Source: an optimization exercise on an open RTL-to-GDS flow (aim: small area, a short achievable clock period and few clock cycles per item). Production flows keep margins and buffers that such runs may drop. Where RTL was checked, it was by simulation tests only, not by an equivalence proof against the original. No functional check of the RTL was part of runs 2 to 5.

===== flow/design.v =====
module huffman(clk, reset, gray_valid, gray_data, CNT_valid, CNT1, CNT2, CNT3, CNT4, CNT5, CNT6,
    code_valid, HC1, HC2, HC3, HC4, HC5, HC6, M1, M2, M3, M4, M5, M6 );
input clk;
input reset;
input gray_valid;
input [7:0] gray_data;
output CNT_valid;
output [7:0] CNT1, CNT2, CNT3, CNT4, CNT5, CNT6;
output code_valid;
output [7:0] HC1, HC2, HC3, HC4, HC5, HC6;
output [7:0] M1, M2, M3, M4, M5, M6;
	reg [6:0] w [0:5];    
	reg [2:0] ptr [0:5];  
	reg [3:0] hc [0:5];
	reg [3:0] mk [0:5];   
	reg started;          
	reg act;              
	reg ph;               
	reg [4:1] fm;         
	assign CNT1 = {1'b0, w[5]};
	assign CNT2 = {1'b0, w[0]};
	assign CNT3 = {1'b0, w[1]};
	assign CNT4 = {1'b0, w[2]};
	assign CNT5 = {1'b0, w[3]};
	assign CNT6 = {1'b0, w[4]};
	assign HC1 = {3'b0, ptr[0][1], hc[0]};
	assign HC2 = {3'b0, ptr[1][1], hc[1]};
	assign HC3 = {3'b0, ptr[2][1], hc[2]};
	assign HC4 = {3'b0, ptr[3][1], hc[3]};
	assign HC5 = {3'b0, ptr[4][1], hc[4]};
	assign HC6 = {3'b0, ptr[5][1], hc[5]};
	assign M1 = {3'b0, ptr[0][0], mk[0][3:1], 1'b1};
	assign M2 = {3'b0, ptr[1][0], mk[1][3:1], 1'b1};
	assign M3 = {3'b0, ptr[2][0], mk[2][3:1], 1'b1};
	assign M4 = {3'b0, ptr[3][0], mk[3][3:1], 1'b1};
	assign M5 = {3'b0, ptr[4][0], mk[4][3:1], 1'b1};
	assign M6 = {3'b0, ptr[5][0], mk[5][3:1], 1'b1};
	wire detect = started && !gray_valid;
	assign CNT_valid = act && fm[4];
	assign code_valid = !act && !fm[1];
	wire sum = act && ph;
	wire ins = act && !ph;
	wire last = sum && w[2][6] && w[2][5] && w[2][4];
	function lt;
		input [6:0] a, b;
		integer n;
		begin
			lt = 1'b0;
			for (n = 0; n < 7; n = n + 1) lt = (a[n] == b[n]) ? lt : b[n];
		end
	endfunction
	wire [6:0] N = w[0];
	wire [5:1] l;
	genvar k;
	generate for (k = 1; k < 6; k = k + 1) begin : cmp
		assign l[k] = lt(w[k], N);
	end endgenerate
	wire [6:0] c = {1'b0, l[5], l[4:1] | fm, 1'b1};
	wire [6:1] mv = {sum, {5{act}} & (c[5:1] | {5{ph}})};
	wire [2:0] q = {c[4], c[2] & !c[4], (c[1] & !c[2]) | (c[3] & !c[4]) | c[5]};
	wire [6:0] ap = w[0] ^ w[1], ag = w[0] & w[1];
	wire [6:0] cy;
	assign cy[0] = 1'b0;
	assign cy[1] = ag[0];
	assign cy[2] = ag[1] | (ap[1] & ag[0]);
	wire g32 = ag[3] | (ap[3] & ag[2]), p32 = ap[3] & ap[2];
	wire g54 = ag[5] | (ap[5] & ag[4]), p54 = ap[5] & ap[4];
	assign cy[3] = ag[2] | (ap[2] & cy[2]);
	assign cy[4] = g32 | (p32 & cy[2]);
	assign cy[5] = ag[4] | (ap[4] & cy[4]);
	assign cy[6] = g54 | (p54 & cy[4]);
	wire [6:0] ws = ap ^ cy;
	always @(posedge clk or posedge reset) begin
		if (reset) begin
			started <= 0;
			act <= 0;
			ph <= 0;
			fm <= 4'b1111;
		end else begin
			started <= gray_valid || (started && !detect);
			act <= detect || (act && !last);
			ph <= ins && !fm[1];
			if (ins) fm <= {1'b0, fm[4:2]};
		end
	end
	wire [2:0] g = gray_data[2:0];
	wire [5:0] en = {gray_valid && g == 3'd6, gray_valid && g == 3'd5, gray_valid && g == 3'd4,
	                 gray_valid && g == 3'd3, gray_valid && g == 3'd2, gray_valid && g == 3'd1};
	wire [2:0] slot [0:5];
	assign slot[0] = 3'd5; assign slot[1] = 3'd0; assign slot[2] = 3'd1;
	assign slot[3] = 3'd2; assign slot[4] = 3'd3; assign slot[5] = 3'd4;
	genvar j;
	generate for (j = 0; j < 6; j = j + 1) begin : ent
		localparam integer s = (j == 5) ? 0 : j + 1;
		wire [6:0] up = (j < 5) ? w[j + 1] : 7'h7f;
		wire [6:0] ones;    
		assign ones[0] = 1'b1;
		genvar n;
		for (n = 1; n < 7; n = n + 1) begin : pre
			assign ones[n] = &w[j][n - 1:0];
		end
		wire [6:0] inc = w[j] ^ (ones & {7{en[s]}});
		wire tu = (j == 0) ? ins && c[1] : mv[j + 1];
		wire tn = (j == 0) ? act && !tu : mv[j] && !mv[j + 1];
		wire [6:0] nv = (j == 0) ? (sum ? ws : N) : N;
		wire [6:0] d = ({7{tu}} & up) | ({7{tn}} & nv) | ({7{!tu && !tn}} & inc);
		always @(posedge clk or posedge reset) begin
			if (reset) w[j] <= 0;
			else w[j] <= d;
		end
	end endgenerate
	reg [2:0] qr;
	always @(posedge clk or posedge reset) begin
		if (reset) qr <= 0;
		else qr <= (sum && !last) ? 3'd7 : ins ? q : 3'd0;
	end
	genvar i;
	generate for (i = 0; i < 6; i = i + 1) begin : sym
		wire [2:0] p = ptr[i];
		wire [2:0] pm1 = {p[2] & (p[1] | p[0]), p[1] ^ !p[0], !p[0]};  
		wire z = p == 3'd0;
		wire [2:0] pe = z ? ((qr == 3'd7) ? 3'd0 : qr) : ((p <= qr) ? pm1 : p);
		wire a = sum && pe[2:1] == 2'd0;
		wire a0 = sum && pe == 3'd0;
		always @(posedge clk or posedge reset) begin
			if (reset) begin
				ptr[i] <= slot[i];
				hc[i] <= 0;
				mk[i] <= 0;
			end else begin
				ptr[i] <= last ? {1'b0, mk[i][3] && a0, mk[i][3]} : pe;
				mk[i] <= mk[i] | ({4{a}} & {mk[i][2:0], 1'b1});
				hc[i] <= hc[i] | ({4{a0}} & {mk[i][2:0], 1'b1} & ~mk[i]);
			end
		end
	end endgenerate
endmodule

===== flow/flow/run.sh =====
#!/bin/bash
# The standard layout, with plain buffers on the ports instead of the
# resizer's default pick (a slow delay cell), and a shallow clock tree of
# large clusters without dummy balancing loads.
set -euo pipefail
export BUFFER_PORTS_ARGS="-buffer_cell sky130_fd_sc_hd__buf_2"
export CTS_ARGS="-sink_clustering_enable -repair_clock_nets -dont_use_dummy_load -sink_clustering_size 30 -sink_clustering_max_diameter 150 -buf_list {sky130_fd_sc_hd__clkbuf_16}"
bash standard.sh > standard.log 2>&1

===== flow/standard.sh =====
#!/bin/bash
# synth_recipe.tcl (not shown) runs the flow's synth.tcl, then flattens the netlist and writes it again
# the make line also repeats each setting of config.mk as NAME=value (left out here)
make -C /OpenROAD-flow-scripts/flow DESIGN_CONFIG=/design/flow/config.mk WORK_HOME=/design/flow/orfs CLKGATE_MAP_FILE= SYNTH_SCRIPT=/design/flow/synth_recipe.tcl "${@:-finish}"

===== flow/config.mk =====
export PLATFORM = sky130hd
export DESIGN_NAME = huffman
export DESIGN_NICKNAME = huffman
export VERILOG_FILES = /design/flow/design.v
export SDC_FILE = /design/flow/constraint.sdc
export NUM_CORES = 4
export LEC_CHECK = 0
export CAP_MARGIN = 20
export CORE_MARGIN = 2
export CORE_UTILIZATION = 40
export SETUP_SLACK_MARGIN = 2.5
export SLEW_MARGIN = 20

===== flow/constraint.sdc =====
create_clock -name core_clock -period 5.0 [get_ports {clk}]
set_input_delay 1.0000 -clock core_clock [delete_from_list [all_inputs] [get_ports {clk}]]
set_output_delay 1.0000 -clock core_clock [all_outputs]
set_load 0.01 [all_outputs]

==> summary.md, run 1 <==
| Metric | Value |
|---|---|
| Hold depth | `1` |
| Initial Utilization | `0.4070` |
| Cell count after synthesis | `823` |
| Transition time of the tightest slew-check pin | `1077 ps` |
| Num CTS Buffers | `17` |
| Normalized max-slew margin | `0.2755` |
| Die area | `0.02095 mm²` |
| Synth top cells by count | `dfrtp_1 (107), buf_4 (79), inv_1 (62)` |
| Post-synth EDFFs | `0` |
| Filler Cell Count | `1,894` |
| DRT Pass-1 Iters | `5` |
| GRT overflow | `0` |
| Worst Clk Skew | `13.58 ps` |
| Setup crit end kind | `register` |
| Synthesized area | `0.007921 mm²` |
| Outcome | `finished clean` |
| Post-layout min period | `2474 ps` |
| Setup crit start | `gray_valid` |
| Via count | `6,306` |
| Sequential area share after synthesis | `0.3745` |
| Synth Warn # | `5` |
| Asr flop ratio synth | `1.000` |
| Final design utilization | `0.4635` |
| Multi-input gate area | `0.004380 mm²` |
| # IOs | `157` |
| Top-count cell post-synth | `dfrtp_1` |
| Fin. max-slew vios | `0` |
| Dominant synthesized flop cell | `dfrtp_1` |
| Vias/cell | `5.399` |
| Crit path DAT | `2770 ps` |
| Worst R2R Path Depth | `7` |
| Endpoints failing setup | `0` |
| Register area | `0.002992 mm²` |
| Final-report hold violation count | `0` |
| First-pass GRT wire length | `32.04 mm` |
| GRT Total Usage | `0.1994` |
| Crit path capture | `w[2][5]$_DFF_PP0_` |
| Row count | `51` |
| Origin of the critical flop-to-flop path | `w[0][0]$_DFF_PP0_` |
| Worst Path Max Fanout | `7` |
| Max Clk Rate | `404.1 MHz` |
| Number of buffers added on ports | `103` |
| Sum of negative setup slack | `0 ps` |
| Drt initial violations | `405` |
| Clk root buf | `clkbuf_16` |
| DRT Wirelength | `20.71 mm` |
| Flop2flop setup slack | `2530 ps` |
| Area leader, netlist | `dfrtp_1` |
| Synth Register Bits | `118` |
| Initial antenna violation count | `0` |
| MaxCap Viol Count | `0` |
| WL per Instance | `17.73 µm` |
| CTS sink cnt | `118` |
| RSZ-0062 raised after global routing | `true` |
| Worst-path clk slew | `50 ps` |
| Type of the worst setup path | `in2reg` |
| Synth-to-Final Area Change | `13.88%` |
| Clock latency on the worst-skew pair | `410 ps` |
| Yosys top cell area share | `0.3380` |
| Avg Cell Area, Syn | `9.625 µm²` |
| Ratio of cells with drive above 1 in the final layout | `0.2547` |
| Core area | `0.01946 mm²` |
| Worst setup SP type | `input pin` |
| Min-delay src | `hc[4][2]$_DFF_PP0_` |
| Area contributors post-synth | `dfrtp_1 (34%), buf_4 (7.5%), ha_1 (5.8%), dfstp_2 (3.6%), xnor2_1 (3.5%)` |
| CTS Buffer Depth | `2` |
| Ant diodes | `0` |
| Largest net degree at the start of global routing | `119` |
| Final worst-path cycle share | `0.4949` |
| # hold bufs at CTS | `0` |
| Die X | `144.7 µm` |
| Post-route DRC | `0` |
| Required time of the critical path | `5290 ps` |
| Placer Congestion | `0.7993` |
| CTS H-tree lvls | `4` |
| Final hold slack | `455.4 ps` |
| DP HPWL | `14.31 mm` |
| Die Y | `144.7 µm` |
| Hold WC Path Type | `reg2reg` |
| Routed Antenna Nets | `0` |
| CTS tree | `done` |
| FF-to-FF End | `w[3][1]$_DFF_PP0_` |
| Vias in the first global route | `5,902` |
| Post-synth cell types | `74` |
| # nets final | `956` |
## timing repair
action,4_1_cts,5_1_grt
endpoints found under the setup margin,64,72
gates cloned,0,1
pin swaps,2,5
setup buffers,0,12
resized for setup,23,27
## sequential cells by signal, summed over array words and instances, names as in the netlist
name,flops
fm,4
started,1
act,1
qr,3
hc,24
mk,24
ptr,18
w,42
ph,1
## through the flow
step,std cells,instance area (µm²),worst slack (ps)
2_1_floorplan,869,8104,2541
3_3_place_gp,1138,8268,2162
3_5_place_dp,1138,8268,2135
4_1_cts,1155,8795,2393
5_1_grt,1168,9021,2399
6_report,1168,9021,2526
## layout make-up
cell class,instances,share of cell area
flip-flops and latches,118,0.3316
repair buffers,118,0.07143
inverters,65,0.02746
multi-input cells,585,0.4856
well taps,265,0.03675
clock buffers,17,0.04716
## worst min-delay path by stage
stage,end,slack [ps]
after detailed placement,hc[4][2]$_DFF_PP0_,450
final,hc[4][2]$_DFF_PP0_,460
after global routing,hc[5][0]$_DFF_PP0_,480
after CTS,hc[4][2]$_DFF_PP0_,460
after floorplan,mk[1][0]$_DFF_PP0_,450
after global placement,hc[2][3]$_DFF_PP0_,440
## metal layers
metal	share of wire	global-route usage
met1	0.43	0.2532
met4	0.011	0.05314
met5	0	0
met2	0.51	0.3467
met3	0.051	0.04080
## worst max-delay path, stage by stage
cell,delay (ps)
buf_2,160
nand2_1,200
nor4_2,530
nand4_1,180
xnor2_1,160
mux2_1,280
mux2_2,250
## cells by family (layout without fill, tap and decap cells)
logic type / after synthesis / after routing / share of synthesized area
adder cells (fa/ha/maj): 46 / 46 / 0.07424
AO/OA/AOI/OAI: 208 / 208 / 0.2060
flip-flops: 118 / 118 / 0.3745
multiplexers: 28 / 28 / 0.03728
other: 2 / 48 / 0.0009481
AND/OR/NAND/NOR: 214 / 215 / 0.1414
buffers and inverters: 167 / 200 / 0.1215
XOR/XNOR: 40 / 40 / 0.04423
## layout by cell type (no fill, tap or decap), types with 19 or more instances in the layout
cell type / netlist / final
o21ai_0: 23 / 23
dfrtp_1: 107 / 99
nor2_1: 41 / 39
conb_1: 2 / 48
ha_1: 37 / 35
inv_1: 62 / 60
nand2_1: 51 / 49
nor2b_1: 22 / 22
a21oi_1: 34 / 31
buf_2: 7 / 103
nand3_1: 29 / 28
a41o_1: 19 / 19
xnor2_1: 32 / 32
Testbench counts, summed over its fixed seeds: cycles 11,136, items 96.
==> run 2: changes to the inputs <==
--- a/flow/design.v
+++ b/flow/design.v
@@ -40,7 +40,7 @@
 	assign code_valid = !act && !fm[1];
 	wire sum = act && ph;
 	wire ins = act && !ph;
-	wire last = sum && w[2][6] && w[2][5] && w[2][4];
+	wire last = ins && w[2][6] && w[2][5] && w[2][4];
 	function lt;
 		input [6:0] a, b;
 		integer n;
@@ -50,10 +50,11 @@
 		end
 	endfunction
 	wire [6:0] N = w[0];
+	reg [6:0] Nc;
 	wire [5:1] l;
 	genvar k;
 	generate for (k = 1; k < 6; k = k + 1) begin : cmp
-		assign l[k] = lt(w[k], N);
+		assign l[k] = lt(w[k], Nc);
 	end endgenerate
 	wire [6:0] c = {1'b0, l[5], l[4:1] | fm, 1'b1};
 	wire [6:1] mv = {sum, {5{act}} & (c[5:1] | {5{ph}})};
@@ -108,11 +109,14 @@
 			if (reset) w[j] <= 0;
 			else w[j] <= d;
 		end
+		if (j == 0) begin : copy
+			always @(posedge clk) Nc <= d;
+		end
 	end endgenerate
 	reg [2:0] qr;
 	always @(posedge clk or posedge reset) begin
 		if (reset) qr <= 0;
-		else qr <= (sum && !last) ? 3'd7 : ins ? q : 3'd0;
+		else qr <= last ? 3'd0 : sum ? 3'd7 : ins ? q : 3'd0;
 	end
 	genvar i;
 	generate for (i = 0; i < 6; i = i + 1) begin : sym
@@ -120,8 +124,8 @@
 		wire [2:0] pm1 = {p[2] & (p[1] | p[0]), p[1] ^ !p[0], !p[0]};  
 		wire z = p == 3'd0;
 		wire [2:0] pe = z ? ((qr == 3'd7) ? 3'd0 : qr) : ((p <= qr) ? pm1 : p);
-		wire a = sum && pe[2:1] == 2'd0;
-		wire a0 = sum && pe == 3'd0;
+		wire a = (sum && pe[2:1] == 2'd0) || last;
+		wire a0 = (sum && pe == 3'd0) || (last && ((pe == 3'd0) ^ c[1]));
 		always @(posedge clk or posedge reset) begin
 			if (reset) begin
 				ptr[i] <= slot[i];
==> flow/flow/run.sh (replaced) <==
#!/bin/bash
# The standard layout, with plain buffers on the ports instead of the
# resizer's default pick (a slow delay cell), and a clock tree without the
# dummy balancing loads.
set -euo pipefail
export BUFFER_PORTS_ARGS="-buffer_cell sky130_fd_sc_hd__buf_2"
export CTS_ARGS="-sink_clustering_enable -repair_clock_nets -dont_use_dummy_load -buf_list {sky130_fd_sc_hd__clkbuf_4 sky130_fd_sc_hd__clkbuf_8}"
bash standard.sh > standard.log 2>&1
==> run 2 against run 1 <==
Critical path type is now reg2out. Critical path depth decreased by 6. Global-route usage decreased by 0.59 points. Non-clock buffer count grew 3. Highest routed layer unchanged. Still clean on timing, DRC and antenna. Synthesized area up 2.5%. Fmax rose by 1.1%. Flip-flop and latch count increased by 7. Synthesized cell count is 7.9% higher. Sequential share of layout area increased by 1.2 points.
==> summary.md, run 2 <==
| Metric | Value |
|---|---|
| Post-layout min period | `2449 ps (-25.77 ps)` |
| Avg Cell Area, Syn | `9.144 µm² (-5.0%)` |
| DRT Pass-1 Iters | `5 (unchanged)` |
| # IOs | `157 (unchanged)` |
| # hold bufs at CTS | `0 (unchanged)` |
| Final instance count without filler cells | `1,238 (+6.0%)` |
| Min-delay src | `hc[2][0]$_DFF_PP0_` |
| Final worst-path cycle share | `0.4897 (-0.005154)` |
| Fin. max-slew vios | `0 (unchanged)` |
| Max Clk Rate | `408.4 MHz (+1.1%)` |
| DRT Wirelength | `20.79 mm (+0.37%)` |
| Row count | `52 (+2.0%)` |
| Commonest non-fill, non-tap cell in the layout | `buf_2` |
| GR peak layer | `met2` |
| Top-count cell post-synth | `dfrtp_1` |
| Endpoints failing setup | `0 (unchanged)` |
| Max FFs per register | `42 (unchanged)` |
| Max incr delay on CP | `750 ps (+220 ps)` |
| FF-to-FF End | `hc[5][1]$_DFF_PP0_` |
| Post-synth cell types | `65 (-12%)` |
| CTS Buffer Depth | `2 (unchanged)` |
| Routed Antenna Nets | `0 (unchanged)` |
| Most frequent cells in the layout | `buf_2 (103), dfrtp_1 (102), nand2_1 (82)` |
| Flop2flop setup slack | `2590 ps (+60 ps)` |
| Ant diodes | `0 (unchanged)` |
| DP HPWL | `14.32 mm (about the same)` |
| # nets final | `1,020 (+6.7%)` |
| Area contributors post-synth | `dfrtp_1 (33%), buf_4 (7.3%), ha_1 (5.5%), nand2_1 (4.0%), dfstp_2 (3.6%)` |
| Initial antenna violation count | `0 (unchanged)` |
| GRT overflow | `0 (unchanged)` |
| RSZ-0062 raised after global routing | `true` |
| Worst R2R Path Depth | `11 (+4)` |
| Die Y | `146.5 µm (+1.2%)` |
| Origin of the critical flop-to-flop path | `qr[1]$_DFF_PP0_` |
| CTS tree | `done` |
| Top flop regs | `w: 42 flops, hc: 24 flops, mk: 24 flops` |
| Synth Warn # | `5 (unchanged)` |
| Final-report hold violation count | `0 (unchanged)` |
| Synth-to-Final Area Change | `11.40%` |
| CTS H-tree lvls | `4 (unchanged)` |
| Register area | `0.003113 mm² (+4.1%)` |
| CP top delay family | `flip-flops` |
| Setup crit end kind | `primary output` |
| Clk root buf | `clkbuf_8` |
| Multi-input gate area | `0.004444 mm² (+1.5%)` |
| Ratio of cells with drive above 1 in the final layout | `0.2159 (-0.03880)` |
| Initial Utilization | `0.4039 (-0.003099)` |
| Via count | `6,562 (+4.1%)` |
| Post-synth EDFFs | `0 (unchanged)` |
| Largest net degree at the start of global routing | `119 (unchanged)` |
| Worst-path clk slew | `70 ps (+20 ps)` |
| MaxCap Viol Count | `0 (unchanged)` |
| Synth Register Bits | `125 (+5.9%)` |
| Clock latency on the worst-skew pair | `440 ps (+30 ps)` |
| Worst Clk Skew | `29.69 ps (+16.12 ps)` |
| Yosys top cell area share | `0.3297 (-0.008281)` |
| Die area | `0.02146 mm² (+2.4%)` |
| Min-Delay Endpoint | `hc[2][0]$_DFF_PP0_` |
| GR Layer Usage met2 | `0.3300 (-0.01677)` |
| Crit path DAT | `1450 ps (-1320 ps)` |
| Worst Path Max Fanout | `11 (+4)` |
| Sequential area share after synthesis | `0.3826 (+0.008082)` |
| Number of buffers added on ports | `103 (unchanged)` |
| Grt met1 use | `0.2522 (-0.001007)` |
| Normalized max-slew margin | `0.5209 (+0.2454)` |
| Filler Cell Count | `1,955 (+3.2%)` |
| CTS sink cnt | `125 (+5.9%)` |
| Final design utilization | `0.4500 (-0.01355)` |
| Buf/Inv on CP | `1 (unchanged)` |
| Post-route DRC | `0 (unchanged)` |
| CP max-delay cell | `dfrtp_1` |
| Dominant synthesized flop cell | `dfrtp_1` |
| Synthesized area | `0.008120 mm² (+2.5%)` |
| Vias/cell | `5.300 (-1.8%)` |
| Core area | `0.02010 mm² (+3.3%)` |
| Required time of the critical path | `4000 ps (-1290 ps)` |
| Sum of negative setup slack | `0 ps (unchanged)` |
| Vias in the first global route | `6,227 (+5.5%)` |
| Hold WC Path Type | `reg2reg` |
| Asr flop ratio synth | `0.9440 (-0.05600)` |
| First-pass GRT wire length | `32.93 mm (+2.8%)` |
| Num CTS Buffers | `17 (unchanged)` |
| Crit-path cells | `buf_2` |
| Worst setup SP type | `register` |
| Outcome | `finished clean` |
| Placer Congestion | `0.8376 (+4.8%)` |
| Transition time of the tightest slew-check pin | `717.1 ps (-360.0 ps)` |
| Area leader, netlist | `dfrtp_1` |
| Hold depth | `1 (unchanged)` |
| Synth top cells by count | `dfrtp_1 (107), nand2_1 (87), buf_4 (79)` |
| Type of the worst setup path | `reg2out` |
| Die X | `146.5 µm (+1.2%)` |
| M3 GR Usage | `0.03625 (-0.004553)` |
| Biggest register | `w` |
| WL per Instance | `16.79 µm (-5.3%)` |
| Drt initial violations | `393 (-3.0%)` |
| GRT Total Usage | `0.1936 (-0.005851)` |
| Placed cells | `1,209 (+6.2%)` |
| Cell count after synthesis | `888 (+7.9%)` |
[run 2: changes by cell type after synthesis, moves of 8 or more]
cell | before | now
nand2_1 | 51 | 87
nand3_1 | 29 | 14
o21ai_1 | 7 | 21
a22oi_1 | 5 | 15
a21o_1 | 3 | 12
a31o_2 | 8 | 0
o21a_1 | 17 | 9
o21bai_1 | 0 | 8
[run 2: what timing repair did]
item / in CTS / in global routing
pin swaps: 1 / 5
endpoints found under the setup margin: 44 / 43
gates resized for setup: 20 / 32
setup buffers: 4 / 8
[run 2: kinds of logic after synthesis]
logic type	after synthesis	share of synthesized area
AO/OA/AOI/OAI	235	0.2096
other	2	0.0009248
adder cells (fa/ha/maj)	43	0.06810
multiplexers	20	0.02527
XOR/XNOR	42	0.04530
AND/OR/NAND/NOR	252	0.1529
flip-flops	125	0.3826
buffers and inverters	169	0.1154
[run 2: worst max path at each step]
stage | from | endpoint | slack (ps) | depth (start not counted)
2_1_floorplan | reset | act$_DFF_PP0_ | 2570 | 1
3_3_place_gp | gray_valid | w[5][6]$_DFF_PP0_ | 1950 | 8
3_5_place_dp | gray_valid | w[5][6]$_DFF_PP0_ | 1950 | 8
4_1_cts | w[1][0]$_DFF_PP0_ | w[0][5]$_DFF_PP0_ | 2500 | 11
5_1_grt | w[1][0]$_DFF_PP0_ | w[0][2]$_DFF_PP0_ | 2450 | 9
6_report | w[0][4]$_DFF_PP0_ | CNT2[4] | 2550 | 1
[run 2: final cells by class]
cell class,count,share of cell area
clock buffer,17,0.02586
inverter,65,0.02766
multi-input combinational,640,0.4913
sequential,125,0.3441
tap,270,0.03734
timing repair buffer,121,0.07372
[run 2: layer usage]
| layer | routed length (µm) | up-vias |
|---|---|---|
| li1 | - | 3170 |
| met1 | 9316 | 3188 |
| met2 | 10260 | 188 |
| met3 | 980 | 16 |
| met4 | 225 | 0 |
| met5 | 0 | - |
[run 2: metrics by stage]
stage | area [µm²] | hold slack (ps) | setup slack, ps
after floorplan | 8297 | 468.4 | 2568
after global placement | 8514 | 447.0 | 1949
after detailed placement | 8514 | 450.3 | 1946
after CTS | 8838 | 465.1 | 2501
after global routing | 9046 | 479.1 | 2449
final | 9046 | 459.5 | 2551
==> run 3: changes to the inputs <==
--- a/flow/design.v
+++ b/flow/design.v
@@ -46,7 +46,7 @@
 		integer n;
 		begin
 			lt = 1'b0;
-			for (n = 0; n < 7; n = n + 1) lt = (a[n] == b[n]) ? lt : b[n];
+			for (n = 0; n < 7; n = n + 1) lt = (!a[n] && b[n]) || (!(a[n] && !b[n]) && lt);
 		end
 	endfunction
 	wire [6:0] N = w[0];
==> flow/flow/run.sh (replaced) <==
#!/bin/bash
# The standard layout, with plain buffers on the ports instead of the
# resizer's default pick (a slow delay cell), a clock tree without the
# dummy balancing loads, and synthesis's single tie cells kept.
set -euo pipefail
export BUFFER_PORTS_ARGS="-buffer_cell sky130_fd_sc_hd__buf_1"
export CTS_ARGS="-sink_clustering_enable -repair_clock_nets -dont_use_dummy_load -buf_list {sky130_fd_sc_hd__clkbuf_4 sky130_fd_sc_hd__clkbuf_8}"
export SKIP_REPAIR_TIE_FANOUT=1
bash standard.sh > standard.log 2>&1
--- a/flow/config.mk
+++ b/flow/config.mk
@@ -8,5 +8,5 @@
 export CAP_MARGIN = 20
 export CORE_MARGIN = 2
 export CORE_UTILIZATION = 40
-export SETUP_SLACK_MARGIN = 2.5
+export SETUP_SLACK_MARGIN = 2.6
 export SLEW_MARGIN = 20
==> run 3 against run 2 <==
Synthesized cell count is 3.2% higher. Global-route usage is 2.0 points higher. Clock-buffer cell count stayed put. Via count is 5.9% higher. Cell area is 3.7% higher. Flip-flop and latch count stayed put.
==> summary.md, run 3 <==
| Metric | Value |
|---|---|
| Outcome | `finished clean` |
| Crit-path cells | `inv_4 -> ha_4 -> nand3b_1 -> a32oi_2 -> xnor2_2 -> o211ai_1 -> buf_4 -> nor4_4 -> o41ai_1` |
| CTS sink cnt | `125 (unchanged)` |
| Post-synth EDFFs | `0 (unchanged)` |
| Final Instance Area | `0.009383 mm² (+3.7%)` |
| Avg Cell Area, Syn | `9.114 µm² (-0.34%)` |
| Final design utilization | `0.4607 (+0.01078)` |
| Post-synth cell types | `74 (+14%)` |
| Final worst-path cycle share | `0.4816 (-0.008172)` |
| Num CTS Buffers | `17 (unchanged)` |
| Type of the worst setup path | `reg2reg` |
| Vias in the first global route | `6,769 (+8.7%)` |
| Area contributors post-synth | `dfrtp_1 (32%), buf_4 (7.3%), ha_1 (5.2%), inv_1 (3.8%), dfstp_2 (3.5%)` |
| Post-layout min period | `2408 ps (-40.86 ps)` |
| Fin. max-slew vios | `0 (unchanged)` |
| Ant diodes | `0 (unchanged)` |
| Placer Congestion | `0.8374 (about the same)` |
| WL per Instance | `19.10 µm (+14%)` |
| Transition time of the tightest slew-check pin | `767.6 ps (+50.50 ps)` |
| Post-route DRC | `0 (unchanged)` |
| Setup crit end kind | `register` |
| Synth Warn # | `5 (unchanged)` |
| Synth-to-Final Area Change | `12.40%` |
| FF-to-FF End | `hc[5][2]$_DFF_PP0_` |
| Origin of the critical flop-to-flop path | `qr[2]$_DFF_PP0_` |
| Routed Antenna Nets | `0 (unchanged)` |
| Min-Delay Endpoint | `hc[0][2]$_DFF_PP0_` |
| DRT Pass-1 Iters | `5 (unchanged)` |
| Largest net degree at the start of global routing | `119 (unchanged)` |
| CTS H-tree lvls | `4 (unchanged)` |
| # nets final | `1,007 (-1.3%)` |
| Ratio of cells with drive above 1 in the final layout | `0.1768 (-0.03913)` |
| Yosys top cell area share | `0.3207 (-0.008995)` |
| # IOs | `157 (unchanged)` |
| Hold WC Path Type | `reg2reg` |
| Via count | `6,950 (+5.9%)` |
| Sequential area share after synthesis | `0.3722 (-0.01044)` |
| Cell count after synthesis | `916 (+3.2%)` |
| Die Y | `148.5 µm (+1.4%)` |
| Number of buffers added on ports | `103 (unchanged)` |
| Initial antenna violation count | `0 (unchanged)` |
| Area leader, netlist | `dfrtp_1` |
| Worst Clk Skew | `24.20 ps (-5.494 ps)` |
| CTS tree | `done` |
| Drt initial violations | `465 (+18%)` |
| Vias/cell | `5.669 (+6.9%)` |
| Endpoints failing setup | `0 (unchanged)` |
| Synthesized area | `0.008348 mm² (+2.8%)` |
| Crit path DAT | `2740 ps (+1290 ps)` |
| Commonest non-fill, non-tap cell in the layout | `buf_1` |
| Most frequent cells in the layout | `buf_1 (101), dfrtp_1 (100), inv_1 (79)` |
| Dominant synthesized flop cell | `dfrtp_1` |
| Filler Cell Count | `1,986 (+1.6%)` |
| Max Clk Rate | `415.3 MHz (+1.7%)` |
| Clk root buf | `clkbuf_8` |
| Die X | `148.5 µm (+1.4%)` |
| Min-delay src | `hc[0][2]$_DFF_PP0_` |
| CP max-delay cell | `dfrtp_1` |
| DP HPWL | `15.04 mm (+5.1%)` |
| DRT Wirelength | `23.42 mm (+13%)` |
| Die area | `0.02204 mm² (+2.7%)` |
| Max FFs per register | `42 (unchanged)` |
| Sum of negative setup slack | `0 ps (unchanged)` |
| Worst R2R Path Depth | `9 (-2)` |
| RSZ-0062 raised after global routing | `true` |
| Required time of the critical path | `5330 ps (+1330 ps)` |
| GRT overflow | `0 (unchanged)` |
| Synth Register Bits | `125 (unchanged)` |
| Multi-input gate area | `0.004628 mm² (+4.1%)` |
| DP Area | `0.008389 mm² (-1.5%)` |
| Row count | `52 (unchanged)` |
| MaxCap Viol Count | `0 (unchanged)` |
| Final hold slack | `464.0 ps (+4.532 ps)` |
| Biggest register | `w` |
| Hold depth | `2 (+1)` |
| Max incr delay on CP | `430 ps (-320 ps)` |
| Flop2flop setup slack | `2590 ps (about the same)` |
| Asr flop ratio synth | `0.9440 (unchanged)` |
| Worst Path Max Fanout | `6 (-5)` |
| Normalized max-slew margin | `0.4872 (-0.03374)` |
| Core area | `0.02036 mm² (+1.3%)` |
| Register area | `0.003118 mm² (+0.16%)` |
| CTS Buffer Depth | `2 (unchanged)` |
| Top flop regs | `w: 42 flops, hc: 24 flops, mk: 24 flops` |
| Synth top cells by count | `dfrtp_1 (107), inv_1 (85), buf_4 (81)` |
| Top-count cell post-synth | `dfrtp_1` |
| Clock latency on the worst-skew pair | `450 ps (about the same)` |
| First-pass GRT wire length | `36.76 mm (+12%)` |
| Final-report hold violation count | `0 (unchanged)` |
| GRT Total Usage | `0.2137 (+0.02013)` |
| Initial Utilization | `0.4099 (+0.006020)` |
| Worst setup SP type | `register` |
| Worst-path clk slew | `70 ps (about the same)` |
==> run 3: layer usage <==
layer	GRT usage	routed length, µm	vias up
li1	-	-	3264
met1	0.2990	10680	3434
met2	0.3356	10960	208
met3	0.04110	1304	44
met4	0.06714	480	0
met5	0	0	-
==> run 3: timing repair <==
action | in CTS | in global routing
resized for setup | 48 | 56
setup buffers | 7 | 19
gates cloned | 2 | 1
hold buffers | 0 | 0
pin swaps | 4 | 28
endpoints found under the setup margin | 92 | 82
==> run 3: final cells by class <==
type,instances,share of cell area
repair buffers,138,0.07841
well taps,270,0.03600
inverters,86,0.03507
clock buffers,17,0.02494
flip-flops and latches,125,0.3323
multi-input cells,590,0.4933
==> run 3: worst max-delay path by stage <==
stage / start / endpoint / slack (ps)
after floorplan: reset / act$_DFF_PP0_ / 2570
after global placement: gray_valid / w[2][3]$_DFF_PP0_ / 1870
after detailed placement: gray_valid / w[2][3]$_DFF_PP0_ / 1750
after CTS: ptr[2][0]$_DFF_PP1_ / hc[2][2]$_DFF_PP0_ / 2510
after global routing: qr[2]$_DFF_PP0_ / hc[0][0]$_DFF_PP0_ / 2470
final: qr[2]$_DFF_PP0_ / hc[5][2]$_DFF_PP0_ / 2590
==> run 3: cell families (layout without fill, tap and decap cells) <==
kind of cell | after synthesis | count (layout) | synth area share
other | 2 | 2 | 0.0008996
AOI/OAI and AO/OA | 213 | 214 | 0.1939
adders and majority gates | 41 | 41 | 0.06325
and+or+nand+nor | 271 | 271 | 0.1712
DFF | 125 | 125 | 0.3722
buffers and inverters | 202 | 241 | 0.1295
muxes | 20 | 20 | 0.02503
xor gates and xnor gates | 42 | 42 | 0.04406
==> run 3: per-stage QoR <==
stage | cells | setup WS (ps)
final | 1226 | 2592
after global placement | 1180 | 1866
after CTS | 1206 | 2513
after detailed placement | 1180 | 1754
after floorplan | 916 | 2568
after global routing | 1226 | 2471
==> run 3: worst max-delay path, delay by kind of cell, from the launching register on <==
kind,cells,cell delay [ps]
compound gates,3,620
simple gates,2,440
flops,1,430
buf+inv,2,320
fa+ha+maj,1,290
xor+xnor,1,170
==> run 4: changes to the inputs <==
--- a/flow/config.mk
+++ b/flow/config.mk
@@ -8,5 +8,5 @@
 export CAP_MARGIN = 20
 export CORE_MARGIN = 2
 export CORE_UTILIZATION = 40
-export SETUP_SLACK_MARGIN = 2.6
+export SETUP_SLACK_MARGIN = 2.5
 export SLEW_MARGIN = 20
==> run 4 against run 3 <==
Critical endpoint is now hc[0][1]$_DFF_PP0_. Clock skew up 2.9 ps. First-iteration DRC count rose by 1.1%. Clock-buffer cell count unchanged. Sequential share of layout area rose by 1.2 points. Synthesized area is the same. Cell count decreased by 1.4%. Utilization fell by 1.7 points. Largest cell class unchanged.
==> summary.md, run 4 <==
| Metric | Value |
|---|---|
| Hold WC Path Type | `reg2reg` |
| Initial antenna violation count | `0 (unchanged)` |
| Routed Antenna Nets | `0 (unchanged)` |
| # nets final | `990 (-1.7%)` |
| Synthesized area | `0.008348 mm² (unchanged)` |
| Yosys top cell area share | `0.3207 (unchanged)` |
| CTS tree | `done` |
| Biggest register | `w` |
| Setup WS pre-CTS | `1754 ps (unchanged)` |
| Die X | `148.5 µm (unchanged)` |
| Commonest non-fill, non-tap cell in the layout | `dfrtp_1` |
| CTS H-tree lvls | `4 (unchanged)` |
| Worst setup SP type | `register` |
| Final Instance Area | `0.009032 mm² (-3.7%)` |
| CTS Buffer Depth | `2 (unchanged)` |
| Top flop regs | `w: 42 flops, hc: 24 flops, mk: 24 flops` |
| Worst Path Max Fanout | `12 (+6)` |
| Slack of the critical path | `2559 ps (-32.77 ps)` |
| Origin of the critical flop-to-flop path | `Nc[3]$_DFF_P_` |
| Worst Clk Skew | `27.14 ps (+2.939 ps)` |
| FF-to-FF End | `hc[0][1]$_DFF_PP0_` |
| Die Y | `148.5 µm (unchanged)` |
| Normalized max-slew margin | `0.5111 (+0.02392)` |
| Synth Register Bits | `125 (unchanged)` |
| DRT Pass-1 Iters | `5 (unchanged)` |
| Area contributors post-synth | `dfrtp_1 (32%), buf_4 (7.3%), ha_1 (5.2%), inv_1 (3.8%), dfstp_2 (3.5%)` |
| First-pass GRT wire length | `36.05 mm (-1.9%)` |
| RSZ-0062 raised after global routing | `true` |
| Max Clk Rate | `409.7 MHz (-1.3%)` |
| Synth Warn # | `5 (unchanged)` |
| Clk root buf | `clkbuf_8` |
| Transition time of the tightest slew-check pin | `731.8 ps (-35.81 ps)` |
| GRT Total Usage | `0.2087 (-0.004982)` |
| Die area | `0.02204 mm² (unchanged)` |
| Clock latency on the worst-skew pair | `450 ps (about the same)` |
| CTS sink cnt | `125 (unchanged)` |
| Setup crit end kind | `register` |
| DP HPWL | `15.04 mm (unchanged)` |
| Cell count after synthesis | `916 (unchanged)` |
| Post-route DRC | `0 (unchanged)` |
| Vias/cell | `5.688 (+0.34%)` |
| Crit path DAT | `2760 ps (+20 ps)` |
| Final-report hold violation count | `0 (unchanged)` |
| Initial Utilization | `0.4099 (unchanged)` |
| Final worst-path cycle share | `0.4881 (+0.006554)` |
| Flop2flop setup slack | `2560 ps (-30 ps)` |
| # IOs | `157 (unchanged)` |
| Post-layout min period | `2441 ps (+32.77 ps)` |
| MaxCap Viol Count | `0 (unchanged)` |
| Placer Congestion | `0.8374 (unchanged)` |
| Worst-path clk slew | `70 ps (about the same)` |
| DP Area | `0.008389 mm² (unchanged)` |
| Synth top cells by count | `dfrtp_1 (107), inv_1 (85), buf_4 (81)` |
| Min-delay src | `hc[2][3]$_DFF_PP0_` |
| Min-Delay Endpoint | `hc[2][3]$_DFF_PP0_` |
| Area leader, netlist | `dfrtp_1` |
| Required time of the critical path | `5320 ps (about the same)` |
| Top-count cell post-synth | `dfrtp_1` |
| Post-synth cell types | `74 (unchanged)` |
| GRT overflow | `0 (unchanged)` |
| Ant diodes | `0 (unchanged)` |
| Number of buffers added on ports | `103 (unchanged)` |
| Ratio of cells with drive above 1 in the final layout | `0.1310 (-0.04579)` |
| WL per Instance | `18.87 µm (-1.2%)` |
| Row count | `52 (unchanged)` |
| Asr flop ratio synth | `0.9440 (unchanged)` |
| Endpoints failing setup | `0 (unchanged)` |
| Dominant synthesized flop cell | `dfrtp_1` |
| Largest net degree at the start of global routing | `119 (unchanged)` |
| Outcome | `finished clean` |
| Drt initial violations | `470 (+1.1%)` |
| Hold depth | `2 (unchanged)` |
| Num CTS Buffers | `17 (unchanged)` |
| Fin. max-slew vios | `0 (unchanged)` |
| Worst R2R Path Depth | `7 (-2)` |
| Sum of negative setup slack | `0 ps (unchanged)` |
| Vias in the first global route | `6,653 (-1.7%)` |
| Avg Cell Area, Syn | `9.114 µm² (unchanged)` |
| Core area | `0.02036 mm² (unchanged)` |
| Max FFs per register | `42 (unchanged)` |
| Final hold slack | `464.4 ps (+0.4390 ps)` |
| DRT Wirelength | `22.82 mm (-2.6%)` |
| Sequential area share after synthesis | `0.3722 (unchanged)` |
| Via count | `6,877 (-1.1%)` |
| Post-synth EDFFs | `0 (unchanged)` |
| Synth-to-Final Area Change | `8.198%` |
| Type of the worst setup path | `reg2reg` |
| Most frequent cells in the layout | `dfrtp_1 (103), buf_1 (102), inv_1 (82)` |
[run 4: kinds of logic after synthesis]
| family | count (synthesis) | synth area share |
|---|---|---|
| multiplexers | 20 | 0.02503 |
| other | 2 | 0.0008996 |
| adder cells (fa/ha/maj) | 41 | 0.06325 |
| XOR/XNOR | 42 | 0.04406 |
| AO/OA/AOI/OAI | 213 | 0.1939 |
| AND/OR/NAND/NOR | 271 | 0.1712 |
| flip-flops | 125 | 0.3722 |
| buffers and inverters | 202 | 0.1295 |
[run 4: how the worst max path moves through the flow]
stage	start	end	slack, ps	cells after the start
finish	Nc[3]$_DFF_P_	hc[0][1]$_DFF_PP0_	2560	7
global route	qr[2]$_DFF_PP0_	ptr[0][1]$_DFF_PP0_	2420	8
global placement	gray_valid	w[2][3]$_DFF_PP0_	1870	7
CTS	qr[2]$_DFF_PP0_	hc[1][3]$_DFF_PP0_	2440	8
detailed placement	gray_valid	w[2][3]$_DFF_PP0_	1750	7
floorplan	reset	act$_DFF_PP0_	2570	1
[run 4: area by class of cell]
cell class	instances	area, µm²
inverters	86	326.6
flip-flops and latches	125	3114
fillers	2016	11330
clock buffers	17	234.0
well taps	270	337.8
repair buffers	121	578.1
multi-input cells	590	4442
[run 4: repair_timing]
item | in CTS | in global routing
setup buffers | 5 | 5
gates resized for setup | 21 | 45
endpoints found under the setup margin | 64 | 68
gates cloned | 0 | 2
pin swaps | 3 | 16
hold buffers | 0 | 0
[run 4: metrics by stage]
step,utilization,std cells
finish,0.4435,1209
global route,0.4435,1209
CTS,0.4298,1202
detailed placement,0.4120,1180
global placement,0.4120,1180
floorplan,-,916
[run 4: worst max-delay path, cell delays in order, from the launching register on]
cell	delay (ps)
dfxtp_1	490
inv_1	230
a222oi_1	380
a221o_2	290
a211oi_2	90
buf_4	250
nor4_2	470
o41ai_1	120
[run 4: routing by layer]
metal | GRT usage | vias to the layer above | routed length [µm]
li1 | - | 3233 | -
met1 | 0.2957 | 3384 | 10470
met2 | 0.3231 | 228 | 10500
met3 | 0.04049 | 32 | 1390
met4 | 0.06571 | 0 | 453
met5 | 0 | - | 0
==> run 5: changes to the inputs <==
--- a/flow/design.v
+++ b/flow/design.v
@@ -40,13 +40,13 @@
 	assign code_valid = !act && !fm[1];
 	wire sum = act && ph;
 	wire ins = act && !ph;
-	wire last = ins && w[2][6] && w[2][5] && w[2][4];
+	wire last = sum && w[2][6] && w[2][5] && w[2][4];
 	function lt;
 		input [6:0] a, b;
 		integer n;
 		begin
 			lt = 1'b0;
-			for (n = 0; n < 7; n = n + 1) lt = (!a[n] && b[n]) || (!(a[n] && !b[n]) && lt);
+			for (n = 0; n < 7; n = n + 1) lt = (a[n] == b[n]) ? lt : b[n];
 		end
 	endfunction
 	wire [6:0] N = w[0];
@@ -62,14 +62,10 @@
 	wire [6:0] ap = w[0] ^ w[1], ag = w[0] & w[1];
 	wire [6:0] cy;
 	assign cy[0] = 1'b0;
-	assign cy[1] = ag[0];
-	assign cy[2] = ag[1] | (ap[1] & ag[0]);
-	wire g32 = ag[3] | (ap[3] & ag[2]), p32 = ap[3] & ap[2];
-	wire g54 = ag[5] | (ap[5] & ag[4]), p54 = ap[5] & ap[4];
-	assign cy[3] = ag[2] | (ap[2] & cy[2]);
-	assign cy[4] = g32 | (p32 & cy[2]);
-	assign cy[5] = ag[4] | (ap[4] & cy[4]);
-	assign cy[6] = g54 | (p54 & cy[4]);
+	genvar m;
+	generate for (m = 1; m < 7; m = m + 1) begin : carry
+		assign cy[m] = ag[m - 1] | (ap[m - 1] & cy[m - 1]);
+	end endgenerate
 	wire [6:0] ws = ap ^ cy;
 	always @(posedge clk or posedge reset) begin
 		if (reset) begin
@@ -116,7 +112,7 @@
 	reg [2:0] qr;
 	always @(posedge clk or posedge reset) begin
 		if (reset) qr <= 0;
-		else qr <= last ? 3'd0 : sum ? 3'd7 : ins ? q : 3'd0;
+		else qr <= (sum && !last) ? 3'd7 : ins ? q : 3'd0;
 	end
 	genvar i;
 	generate for (i = 0; i < 6; i = i + 1) begin : sym
@@ -124,8 +120,8 @@
 		wire [2:0] pm1 = {p[2] & (p[1] | p[0]), p[1] ^ !p[0], !p[0]};  
 		wire z = p == 3'd0;
 		wire [2:0] pe = z ? ((qr == 3'd7) ? 3'd0 : qr) : ((p <= qr) ? pm1 : p);
-		wire a = (sum && pe[2:1] == 2'd0) || last;
-		wire a0 = (sum && pe == 3'd0) || (last && ((pe == 3'd0) ^ c[1]));
+		wire a = sum && pe[2:1] == 2'd0;
+		wire a0 = sum && pe == 3'd0;
 		always @(posedge clk or posedge reset) begin
 			if (reset) begin
 				ptr[i] <= slot[i];
--- a/flow/config.mk
+++ b/flow/config.mk
@@ -8,5 +8,5 @@
 export CAP_MARGIN = 20
 export CORE_MARGIN = 2
 export CORE_UTILIZATION = 40
-export SETUP_SLACK_MARGIN = 2.5
+export SETUP_SLACK_MARGIN = 2.6
 export SLEW_MARGIN = 20
==> run 5 against run 4 <==
Register-to-register slack got worse by 580 ps. Cell area decreased by 4.8%. Clock skew decreased by 1.8 ps. Wire length decreased by 8.9%.
==> summary.md, run 5 <==
| Metric | Value |
|---|---|
| Biggest register | `w` |
| Clock latency on the worst-skew pair | `450 ps (about the same)` |
| Worst Clk Skew | `25.38 ps (-1.756 ps)` |
| Ant diodes | `0 (unchanged)` |
| RSZ-0062 raised after global routing | `true` |
| CTS tree | `done` |
| Post-layout min period | `3021 ps (+580.8 ps)` |
| Synthesized area | `0.007915 mm² (-5.2%)` |
| Yosys top cell area share | `0.3383 (+0.01754)` |
| Multi-input gate area | `0.004104 mm² (-7.6%)` |
| First-pass GRT wire length | `32.93 mm (-8.7%)` |
| Endpoints failing setup | `0 (unchanged)` |
| Max Clk Rate | `331.0 MHz (-19%)` |
| Top flop regs | `w: 42 flops, hc: 24 flops, mk: 24 flops` |
| GRT Total Usage | `0.2054 (-0.003322)` |
| Largest family of logic cells by synthesized area | `compound AO/OA/AOI/OAI gates` |
| DP HPWL | `14.65 mm (-2.6%)` |
| Sum of negative setup slack | `0 ps (unchanged)` |
| Largest net degree at the start of global routing | `88 (-26%)` |
| # IOs | `157 (unchanged)` |
| Routed Antenna Nets | `0 (unchanged)` |
| Synth-to-Final Area Change | `8.615%` |
| Die area | `0.02093 mm² (-5.0%)` |
| Die X | `144.7 µm (-2.6%)` |
| Via count | `6,183 (-10%)` |
| Post-route DRC | `0 (unchanged)` |
| Filler Cell Count | `1,915 (-5.0%)` |
| Post-synth cell types | `85 (+15%)` |
| Worst-path clk slew | `60 ps (about the same)` |
| Sequential area share after synthesis | `0.3925 (+0.02035)` |
| Commonest non-fill, non-tap cell in the layout | `buf_1` |
| Ratio of cells with drive above 1 in the final layout | `0.1407 (+0.009672)` |
| WL per Instance | `18.70 µm (-0.90%)` |
| Setup crit end kind | `register` |
| Number of buffers added on ports | `103 (unchanged)` |
| Mux share of post-synthesis cell area | `0.01518 (-0.009855)` |
| CTS sink cnt | `125 (unchanged)` |
| Normalized max-slew margin | `0.4772 (-0.03395)` |
| Post-synthesis xor/xnor area fraction | `0.04647 (+0.002410)` |
| Clk root buf | `clkbuf_8` |
| Synth Area in Adders | `0.06434 (+0.001088)` |
| # nets final | `895 (-9.6%)` |
| Post-synth EDFFs | `0 (unchanged)` |
| Fin. max-slew vios | `0 (unchanged)` |
| DRT Wirelength | `20.78 mm (-8.9%)` |
| Max FFs per register | `42 (unchanged)` |
| Type of the worst setup path | `reg2reg` |
| Synth Area in Simple Gates | `0.1386 (-0.03253)` |
| Synth top cells by count | `dfrtp_1 (107), buf_4 (79), inv_1 (66)` |
| Hold WC Path Type | `reg2reg` |
| Vias/cell | `5.565 (-2.2%)` |
| Placer Congestion | `0.8461 (+1.0%)` |
| GRT overflow | `0 (unchanged)` |
| Final worst-path cycle share | `0.6043 (+0.1162)` |
| # hold bufs at CTS | `0 (unchanged)` |
| Initial antenna violation count | `0 (unchanged)` |
| MaxCap Viol Count | `0 (unchanged)` |
| Required time of the critical path | `5350 ps (+30 ps)` |
| Core area | `0.01946 mm² (-4.4%)` |
| Area contributors post-synth | `dfrtp_1 (34%), buf_4 (7.5%), ha_1 (4.9%), dfstp_2 (3.7%), xnor2_1 (3.3%)` |
| Synth Area in Compound Gates | `0.2254 (+0.03147)` |
| Area leader, netlist | `dfrtp_1` |
| Cell count after synthesis | `807 (-12%)` |
| Initial Utilization | `0.4067 (-0.003243)` |
| Num CTS Buffers | `17 (unchanged)` |
| Die Y | `144.7 µm (-2.6%)` |
| DRT Pass-1 Iters | `6 (+1)` |
| Final-report hold violation count | `0 (unchanged)` |
| Most frequent cells in the layout | `buf_1 (103), dfrtp_1 (102), inv_1 (63)` |
| Top-count cell post-synth | `dfrtp_1` |
| Asr flop ratio synth | `0.9440 (unchanged)` |
| Worst Path Max Fanout | `3 (-9)` |
| Row count | `51 (-1.9%)` |
| Synth Register Bits | `125 (unchanged)` |
| Transition time of the tightest slew-check pin | `782.6 ps (+50.82 ps)` |
| Register area | `0.003114 mm² (unchanged)` |
| Worst setup SP type | `register` |
| Vias in the first global route | `6,097 (-8.4%)` |
| Dominant synthesized flop cell | `dfrtp_1` |
| Avg Cell Area, Syn | `9.808 µm² (+7.6%)` |
| Synth Warn # | `5 (unchanged)` |
| CTS H-tree lvls | `4 (unchanged)` |
| Outcome | `finished clean` |
| Drt initial violations | `336 (-29%)` |
| CTS Buffer Depth | `2 (unchanged)` |
| Crit path DAT | `3370 ps (+610 ps)` |
run 5: final timing paths:
path	to	startpoint	depth (start not counted)	slack [ps]
worst max-delay path	w[0][6]$_DFF_PP0_	w[0][0]$_DFF_PP0_	10	1980
worst min register to register	hc[5][2]$_DFF_PP0_	hc[5][2]$_DFF_PP0_	1	460
max in group asynchronous	w[0][0]$_DFF_PP0_	reset	3	3410
worst max register to register	w[0][6]$_DFF_PP0_	w[0][0]$_DFF_PP0_	10	1980
worst min-delay path	hc[5][2]$_DFF_PP0_	hc[5][2]$_DFF_PP0_	1	460
min in group asynchronous	mk[3][3]$_DFF_PP0_	reset	2	660
run 5: timing repair:
| item | in CTS | in global routing |
|---|---|---|
| cloned | 1 | 1 |
| buffers inserted | 4 | 4 |
| setup endpoints to repair | 47 | 91 |
| gates resized for setup | 16 | 22 |
| pin swaps | 3 | 6 |
run 5: cells by family after synthesis:
logic type | Yosys count
mux | 12
xor+xnor | 42
buf+inv | 165
compound gates | 215
simple gates | 208
fa+ha+maj | 38
flops | 125
other cells | 2
run 5: critical path, stage by stage (launching register included):
cell	delay, ps
dfrtp_2	390
ha_4	140
inv_2	30
fa_2	330
fa_2	350
fa_2	360
fa_2	350
fa_2	360
xor2_1	150
o311a_1	310
a22oi_2	170
run 5: layout make-up:
class                      instances  area share
inverter                          68     0.03013
tap                              265     0.03857
timing repair buffer             118     0.06447
sequential                       125      0.3622
multi-input combinational        518      0.4774
clock buffer                      17     0.02722
run 5: through the flow:
step | hold WS (ps) | instances | worst slack, ps | utilization | cell area, µm²
2_1_floorplan | 441.7 | 807 | 1992 | - | 7944
3_3_place_gp | 450.7 | 1084 | 1856 | 0.4138 | 8053
3_5_place_dp | 454.5 | 1084 | 1824 | 0.4138 | 8053
4_1_cts | 465.7 | 1106 | 1971 | 0.4334 | 8436
5_1_grt | 472.8 | 1111 | 1921 | 0.4417 | 8597
6_report | 456.6 | 1111 | 1979 | 0.4417 | 8597
run 5: routing by layer:
metal,track usage,vias up,routed length (µm)
li1,-,2911,-
met1,0.2679,3089,9319
met2,0.3452,163,10200
met3,0.04212,20,1034
met4,0.06132,0,227
met5,0,-,0

what the ideal ports hide:
The flow's constraints put no driver on any port. The routed layouts listed below were extracted and timed again, unchanged, in two steps.
Step 1 assumes that a clkbuf_16 drives the clock port and a buf_2 every other input.
Step 2 times the ports against the registers' clock, not the clock port: input delays grow and output delays shrink by t, the midpoint of the rising clock arrivals with the driver on.
a / b / c = ideal / step 1 / step 2; a / b = the first two.
run	shift t [ns]	setup slack, ns	worst hold slack (ns)	worst setup path after step 2	latest minus earliest clock arrival (ns)
run 1	0.448	2.526 / 2.526 / 2.098	0.455 / 0.455 / 0.455	input to register	0.021 / 0.021
run 2	0.464	2.551 / 2.514 / 2.128	0.459 / 0.459 / 0.459	input to register	0.030 / 0.030
run 3	0.481	2.592 / 2.592 / 2.251	0.464 / 0.464 / 0.464	input to register	0.024 / 0.025
run 4	0.482	2.559 / 2.559 / 2.172	0.464 / 0.464 / 0.464	input to register	0.028 / 0.027
run 5	0.482	1.979 / 1.979 / 1.979	0.457 / 0.457 / 0.457	register to register	0.034 / 0.033
After both steps every run listed still meets setup and hold. The setup slack of run 1, which loses most, moves by 0.000 ns with the drivers and by -0.428 ns with both steps.
